Source: an optimization exercise on an open RTL-to-GDS flow (aim: small area, a short achievable clock period and few clock cycles per item). Production flows keep margins and buffers that such runs may drop. At most, simulation tests tie the RTL to the original design; equivalence was not proved.

Design cordic_vec_top, start of the top module:
module cordic_vec_top (
    input  logic clk,
    input  logic rst_n,
    input  logic in_valid,
    output logic in_ready,
    input  logic signed [15:0] x_start,
    input  logic signed [15:0] y_start,
    output logic out_valid,
    input  logic out_ready,
    output logic signed [15:0] mag,
    output logic signed [31:0] theta
);
    logic k_v, o_v, adv;
    assign adv = ~k_v;
    logic rdy_q;
    assign in_ready = rdy_q;
    logic o_en;
    assign o_en = ~o_v | out_ready;
    logic [15:0] s0_x, s0_y;
    logic s0_v;
    logic [15:0] e_x, e_y;
    assign e_x = x_start;
    assign e_y = y_start;
    logic e_xn, e_yn, e_xz, e_yz, e_sf;
    assign e_xn = e_x[15]; assign e_yn = e_y[15];
    assign e_xz = (e_x == 16'd0); assign e_yz = (e_y == 16'd0);
    assign e_sf = (~e_xn & ~e_xz & ~e_yn) | (e_xn & (e_yn | e_yz));
    logic s0_cyn, s0_cxn, s0_d0;
    logic [1:0] s0_q;
    always_ff @(posedge clk) if (adv) begin
        s0_x <= e_x; s0_y <= e_y;
        s0_cyn <= ~e_sf ^ e_yn; s0_cxn <= e_sf ^ e_xn;
        s0_d0 <= (~e_xn & ~e_xz & e_yn) | (e_xn & ~e_yn & ~e_yz);
        s0_q <= e_xz ? {e_yn, 1'b1} : (e_xn ? 2'b10 : 2'b00);
    end
    logic xneg, yneg, xz, yz, sflip, cyn, cxn;
  ...
For scale: about 86 I/O pins.
==> flow/config.mk <==
export PLATFORM = sky130hd
export DESIGN_NAME = cordic_vec_top
export DESIGN_NICKNAME = cordic_vec_top
export VERILOG_FILES = /design/flow/design.v
export SDC_FILE = /design/flow/constraint.sdc
export NUM_CORES = 4
export LEC_CHECK = 0
export ABC_CLOCK_PERIOD_IN_PS = 2000
export CAP_MARGIN = 20
export CORE_MARGIN = 2
export CORE_UTILIZATION = 40
export CTS_CLUSTER_DIAMETER = 90
export CTS_CLUSTER_SIZE = 25
export SETUP_SLACK_MARGIN = 5
export SLEW_MARGIN = 20
==> flow/constraint.sdc <==
create_clock -name core_clock -period 9.0 [get_ports {clk}]
set_input_delay 1.8000 -clock core_clock [delete_from_list [all_inputs] [get_ports {clk}]]
set_output_delay 1.8000 -clock core_clock [all_outputs]
set_load 0.01 [all_outputs]
standard.sh (not shown) runs the stock make flow with config.mk's settings and CLKGATE_MAP_FILE= SYNTH_SCRIPT=/design/flow/synth_recipe.tcl, a recipe that flattens the netlist after the stock synthesis.
==> flow/flow/run.sh <==
#!/bin/bash
# Own flow: the standard synthesis and layout (standard.sh), but with the
# post-synthesis / post-CTS / post-route repair_timing aiming at a larger
# setup margin (the clock period and all constraints stay the design's).
set -euo pipefail
MARGIN=$(cat flow/margin.txt)
bash standard.sh synth > synth.log 2>&1
# same make command as standard.sh, with SETUP_SLACK_MARGIN raised
CMD=$(grep '^make ' standard.sh | sed -e 's/"\${@:-finish}"//' -e "s/SETUP_SLACK_MARGIN=[^ ]*//")
eval "$CMD SETUP_SLACK_MARGIN=$MARGIN finish" > layout.log 2>&1
RES=$(ls -d orfs/results/*/cordic_vec_top/base)
: # left out here: write the final layout as DEF
==> flow/flow/margin.txt <==
5.9
Testbench counts at the start, summed over its fixed seeds: cycles 16,136, items 16,000.
Rerun with:
==> flow/flow/margin.txt (replaced) <==
6.0
--- a/flow/config.mk
+++ b/flow/config.mk
@@ -12,2 +12,2 @@
-export CTS_CLUSTER_DIAMETER = 90
-export CTS_CLUSTER_SIZE = 25
+export CTS_CLUSTER_DIAMETER = 80
+export CTS_CLUSTER_SIZE = 20
Effect: The new run went through all stages and came out clean; global-route usage increases by 0.21 points; via count came out higher by 1.1%; maximum frequency decreases by 1.7%; non-clock buffer count rises by 58; first-iteration DRC count rises by 3.8%; final area came out higher by 1.8%; wire length grows by 2.9%; synthesized cell count stays the same; hold slack is better by 12 ps; core utilization is higher by 0.79 points.
Rerun with:
==> flow/flow/margin.txt (replaced) <==
5.8
--- a/flow/config.mk
+++ b/flow/config.mk
@@ -12,2 +12,2 @@
-export CTS_CLUSTER_DIAMETER = 80
-export CTS_CLUSTER_SIZE = 20
+export CTS_CLUSTER_DIAMETER = 90
+export CTS_CLUSTER_SIZE = 25
After rerunning:
- The changed run completed with no timing, DRC or antenna violations
- global-route usage is lower by 0.44 points
- register-to-register slack hardly moves
- critical path depth is lower by 3
Rerun with:
--- a/flow/config.mk
+++ b/flow/config.mk
@@ -12,2 +12,2 @@
-export CTS_CLUSTER_DIAMETER = 90
-export CTS_CLUSTER_SIZE = 25
+export CTS_CLUSTER_DIAMETER = 80
+export CTS_CLUSTER_SIZE = 20
Utilization rose by 0.12 points.
First-iteration DRC count rose by 1.5%.
Final area barely changes.
Synthesized area is unchanged.

cordic_vec_top, a different RTL version from the one above (not shown whole).
For scale: ~3400 cells after synthesis, about 740 flip-flops, roughly 0.044 sq mm of cells after synthesis.
==> flow/config.mk <==
export PLATFORM = sky130hd
export DESIGN_NAME = cordic_vec_top
export DESIGN_NICKNAME = cordic_vec_top
export VERILOG_FILES = /design/flow/design.v
export SDC_FILE = /design/flow/constraint.sdc
export NUM_CORES = 4
export LEC_CHECK = 0
export ABC_CLOCK_PERIOD_IN_PS = 2000
export CAP_MARGIN = 20
export CORE_MARGIN = 2
export CORE_UTILIZATION = 40
export SETUP_SLACK_MARGIN = 5
export SLEW_MARGIN = 20
==> flow/constraint.sdc <==
create_clock -name core_clock -period 9.0 [get_ports {clk}]
set_input_delay 1.8000 -clock core_clock [delete_from_list [all_inputs] [get_ports {clk}]]
set_output_delay 1.8000 -clock core_clock [all_outputs]
set_load 0.01 [all_outputs]
==> flow/flow/margin.txt <==
6
Scripts as last shown in full above: flow/flow/run.sh
The first run finished clean.
Testbench counts at the start, summed over its fixed seeds: cycles 16,136, items 16,000.
Change:
Settings changed: CTS_CLUSTER_DIAMETER set to 100, CTS_CLUSTER_SIZE set to 30.
After rerunning: The changed run finished with timing, DRC and antenna clean; wire length fell slightly; global-route usage decreases by 0.42 points; setup slack gets better by 0.039 ns; non-clock buffer count rises by 25; via count fell slightly; design area came out lower by a few percent; cell count falls slightly.
Change:
Settings changed: CORE_UTILIZATION 40 to 60, CTS_CLUSTER_DIAMETER 100 to unset, CTS_CLUSTER_SIZE 30 to unset, PLACE_DENSITY set to 0.75.
The new run finished with timing, DRC and antenna clean.
Global-route usage grows by 8.4 points.
Fmax is about the same.
Die area shrinks by 33%.
Worst hold slack is worse by 0.017 ns.
Cell count shrinks by about 8%.
Design area grows by about 1.8%.
Count of clock-buffer cells in the layout grows by 66.
Change:
Settings changed: CORE_UTILIZATION 60 to 40, CTS_CLUSTER_DIAMETER set to 80, CTS_CLUSTER_SIZE set to 20, PLACE_DENSITY 0.75 to unset.
Result:
- die area rises by about 50%
- sequential share of layout area rises by 0.37 points
- clock skew stays flat
- synthesized area is unchanged
- cell area went down by about 0.9%
- non-clock buffer count shrinks by 10
- setup slack gets better by 0.026 ns

## JK
cordic_vec_top, a different RTL version from the one above (not shown whole).
For scale: ~3500 cells after synthesis, roughly 570 flip-flops, ~86 I/O pins, roughly 0.038 mm² of cells after synthesis.
## cordic_vec_top
module cordic_vec_top (
    input  logic clk,
    input  logic rst_n,
    input  logic in_valid,
    output logic in_ready,
    input  logic signed [15:0] x_start,
    input  logic signed [15:0] y_start,
    output logic out_valid,
    input  logic out_ready,
    output logic signed [15:0] mag,
    output logic signed [31:0] theta
);
export LEC_CHECK = 0
export ABC_CLOCK_PERIOD_IN_PS = 2500
export CAP_MARGIN = 20
export CORE_MARGIN = 2
export CORE_UTILIZATION = 40
export SETUP_SLACK_MARGIN = 5
export SLEW_MARGIN = 20
create_clock -name core_clock -period 9.0 [get_ports {clk}]
run.sh (not shown) runs the stock make flow with config.mk's settings and CLKGATE_MAP_FILE= SYNTH_SCRIPT=/design/flow/synth_recipe.tcl, a recipe that flattens the netlist after the stock synthesis.
Stock flow here: none of the scripts above is used.
JK has completed all stages; timing, DRC and antenna checks passed.
The following lists how PW was set up differently from JK:
- removing ABC_CLOCK_PERIOD_IN_PS (formerly 2500)
- removing SETUP_SLACK_MARGIN (formerly 5)
==> summary.txt <==
Number of vias after detailed routing: PW and JK compared, lower one is PW
On PW: area added between synthesis and finish is 12 points lower than what JK gave.
Sort PW and JK by instance area at placement, ascending, and PW comes first.
Number of buffers outside the clock class in the layout (PW over JK): decrease, 274
Between PW and JK, the post-route fraction of the period consumed by the critical path is higher for PW.
No run of this note included a check of the RTL's function; only the layout flow was run.

cordic_vec_top with an RTL version that a note above also has.
Size: ~3400 cells after synthesis, about 740 flip-flops, about 86 I/O pins, ~0.044 mm² of cells after synthesis.
==> flow/design.v (excerpt) <==
module cordic_vec_top (
    input  logic clk,
    input  logic rst_n,
    input  logic in_valid,
    output logic in_ready,
    input  logic signed [15:0] x_start,
    input  logic signed [15:0] y_start,
    output logic out_valid,
    input  logic out_ready,
    output logic signed [15:0] mag,
    output logic signed [31:0] theta
);
    logic i_v, o_v, adv;
    assign adv = ~o_v | out_ready;
    assign in_ready = ~i_v;
    logic [15:0] i_x, i_y;
    always_ff @(posedge clk) if (~i_v) begin i_x <= x_start; i_y <= y_start; end
    logic [15:0] s0_x, s0_y;
    logic s0_v;
    logic [15:0] e_x, e_y;
    assign e_x = i_v ? i_x : x_start;
    assign e_y = i_v ? i_y : y_start;
    logic e_xn, e_yn, e_xz, e_yz, e_sf;
    assign e_xn = e_x[15]; assign e_yn = e_y[15];
    assign e_xz = (e_x == 16'd0); assign e_yz = (e_y == 16'd0);
    assign e_sf = (~e_xn & ~e_xz & ~e_yn) | (e_xn & (e_yn | e_yz));
    logic s0_cyn, s0_cxn, s0_d0;
    logic [1:0] s0_q;
    always_ff @(posedge clk) if (adv) begin
        s0_x <= e_x; s0_y <= e_y;
        s0_cyn <= ~e_sf ^ e_yn; s0_cxn <= e_sf ^ e_xn;
        s0_d0 <= (~e_xn & ~e_xz & e_yn) | (e_xn & ~e_yn & ~e_yz);
        s0_q <= e_xz ? {e_yn, 1'b1} : (e_xn ? 2'b10 : 2'b00);
    end
    logic xneg, yneg, xz, yz, sflip, cyn, cxn;
  ...
Settings: LEC_CHECK=0, ABC_CLOCK_PERIOD_IN_PS=3000, CAP_MARGIN=20, CORE_MARGIN=2, CORE_UTILIZATION=40, CTS_CLUSTER_DIAMETER=80, CTS_CLUSTER_SIZE=20, SETUP_SLACK_MARGIN=5, SLEW_MARGIN=20; clock period 9.0 ns.
standard.sh (not shown) runs the stock make flow with config.mk's settings and CLKGATE_MAP_FILE= SYNTH_SCRIPT=/design/flow/synth_recipe.tcl, a recipe that flattens the netlist after the stock synthesis.
==> flow/flow/margin.txt <==
5.8
Scripts as last shown in full above: flow/flow/run.sh
The baseline finished clean.
Testbench counts at the start, summed over its fixed seeds: cycles 16,136, items 16,000.
==> next run, changes <==
==> flow/flow/margin.txt (replaced) <==
5.7
--- a/flow/config.mk
+++ b/flow/config.mk
@@ -7,3 +7,3 @@
 export LEC_CHECK = 0
-export ABC_CLOCK_PERIOD_IN_PS = 3000
+export ABC_CLOCK_PERIOD_IN_PS = 2000
 export CAP_MARGIN = 20
=>
- The changed run produced a clean layout
- final cell count is about the same
- critical path depth goes up by 3
- sequential share of layout area goes up by 0.16 points
==> next run, changes <==
==> flow/flow/margin.txt (replaced) <==
6.4
The new run completed without violations.
First-iteration DRC count climbs by 2.0%.
Die area is unchanged.
Final area climbs by 13%.

Another version of the RTL of cordic_vec_top (not shown whole).
Size: roughly 750 flip-flops.
export LEC_CHECK = 0
export ABC_CLOCK_PERIOD_IN_PS = 2000
export CAP_MARGIN = 20
export CORE_MARGIN = 2
export CORE_UTILIZATION = 40
export CTS_CLUSTER_DIAMETER = 90
export CTS_CLUSTER_SIZE = 25
export SETUP_SLACK_MARGIN = 5
export SLEW_MARGIN = 20
create_clock -name core_clock -period 9.0 [get_ports {clk}]
==> flow/flow/margin.txt <==
5.8
Scripts as last shown in full above: flow/flow/run.sh
The first run went through all stages and came out clean.
Testbench counts at the start, summed over its fixed seeds: cycles 16,136, items 16,000.
Then changed:
==> flow/flow/margin.txt (replaced) <==
5.9
Result: The changed run finished clean; die area is unchanged; cell area climbs by 0.66%; cell count climbs by 0.61%; wire length barely changes; count of clock-buffer cells in the layout drops by 5; sequential share of layout area drops by 0.30 points; critical path depth does not change; fmax climbs by 2.5%.

[static timing again, ports no longer ideal]
The results above use ideal ports. As a check the final layouts listed here were re-extracted and re-timed, cells and wires unchanged. Step 1, drivers: a clkbuf_16 drives clk and a buf_2 each remaining input, both assumed. Step 2 times the ports against the registers' clock, not the clock port: input delays grow and output delays shrink by t, the midpoint of the rising clock arrivals with the driver on. Slacks: ideal / step 1 / step 2; pairs: ideal / step 1.
| run | t, ns | setup WS [ns] | slew at the worst register clock pin (ns) | worst data-port slew with drivers (ns) | pins driven straight from the clock port |
|---|---|---|---|---|---|
| the first run of note 1 | 0.693 | 5.932 / 5.866 / 5.595 | 0.10 / 0.10 | 0.05 | 1 |
| the second run of note 1 | 0.693 | 5.879 / 5.850 / 5.564 | 0.09 / 0.09 | 0.04 | 1 |
| the third run of note 1 | 0.675 | 5.887 / 5.822 / 5.444 | 0.10 / 0.10 | 0.05 | 1 |
| the fourth run of note 1 | 0.705 | 5.874 / 5.805 / 5.387 | 0.09 / 0.09 | 0.05 | 1 |
| the first run of note 2 | 0.711 | 5.806 / 5.806 / 5.338 | 0.07 / 0.07 | 0.07 | 1 |
| the second run of note 2 | 0.673 | 5.845 / 5.840 / 5.353 | 0.12 / 0.12 | 0.06 | 1 |
| the third run of note 2 | 0.678 | 5.841 / 5.828 / 5.360 | 0.07 / 0.07 | 0.06 | 1 |
| the fourth run of note 2 | 0.689 | 5.867 / 5.825 / 5.296 | 0.09 / 0.09 | 0.07 | 1 |
| JK | 0.666 | 2.968 / 2.968 / 2.968 | 0.06 / 0.06 | 0.04 | 1 |
| PW | 0.674 | 2.385 / 2.385 / 2.385 | 0.06 / 0.06 | 0.05 | 1 |
| the first run of note 4 | 0.700 | 5.743 / 5.698 / 5.088 | 0.09 / 0.09 | 0.06 | 1 |
| the second run of note 4 | 0.679 | 5.745 / 5.741 / 5.113 | 0.09 / 0.09 | 0.08 | 1 |
| the third run of note 4 | 0.711 | 5.855 / 5.794 / 5.600 | 0.09 / 0.09 | 0.08 | 1 |
| the first run of note 5 | 0.677 | 5.870 / 5.801 / 5.332 | 0.10 / 0.10 | 0.04 | 1 |
| the second run of note 5 | 0.681 | 5.944 / 5.874 / 5.375 | 0.10 / 0.10 | 0.04 | 1 |
After both steps setup and hold are still met in every run listed. For the first run of note 4, which loses most, drivers alone change the setup slack by -0.045 ns; drivers and shift together by -0.655 ns.
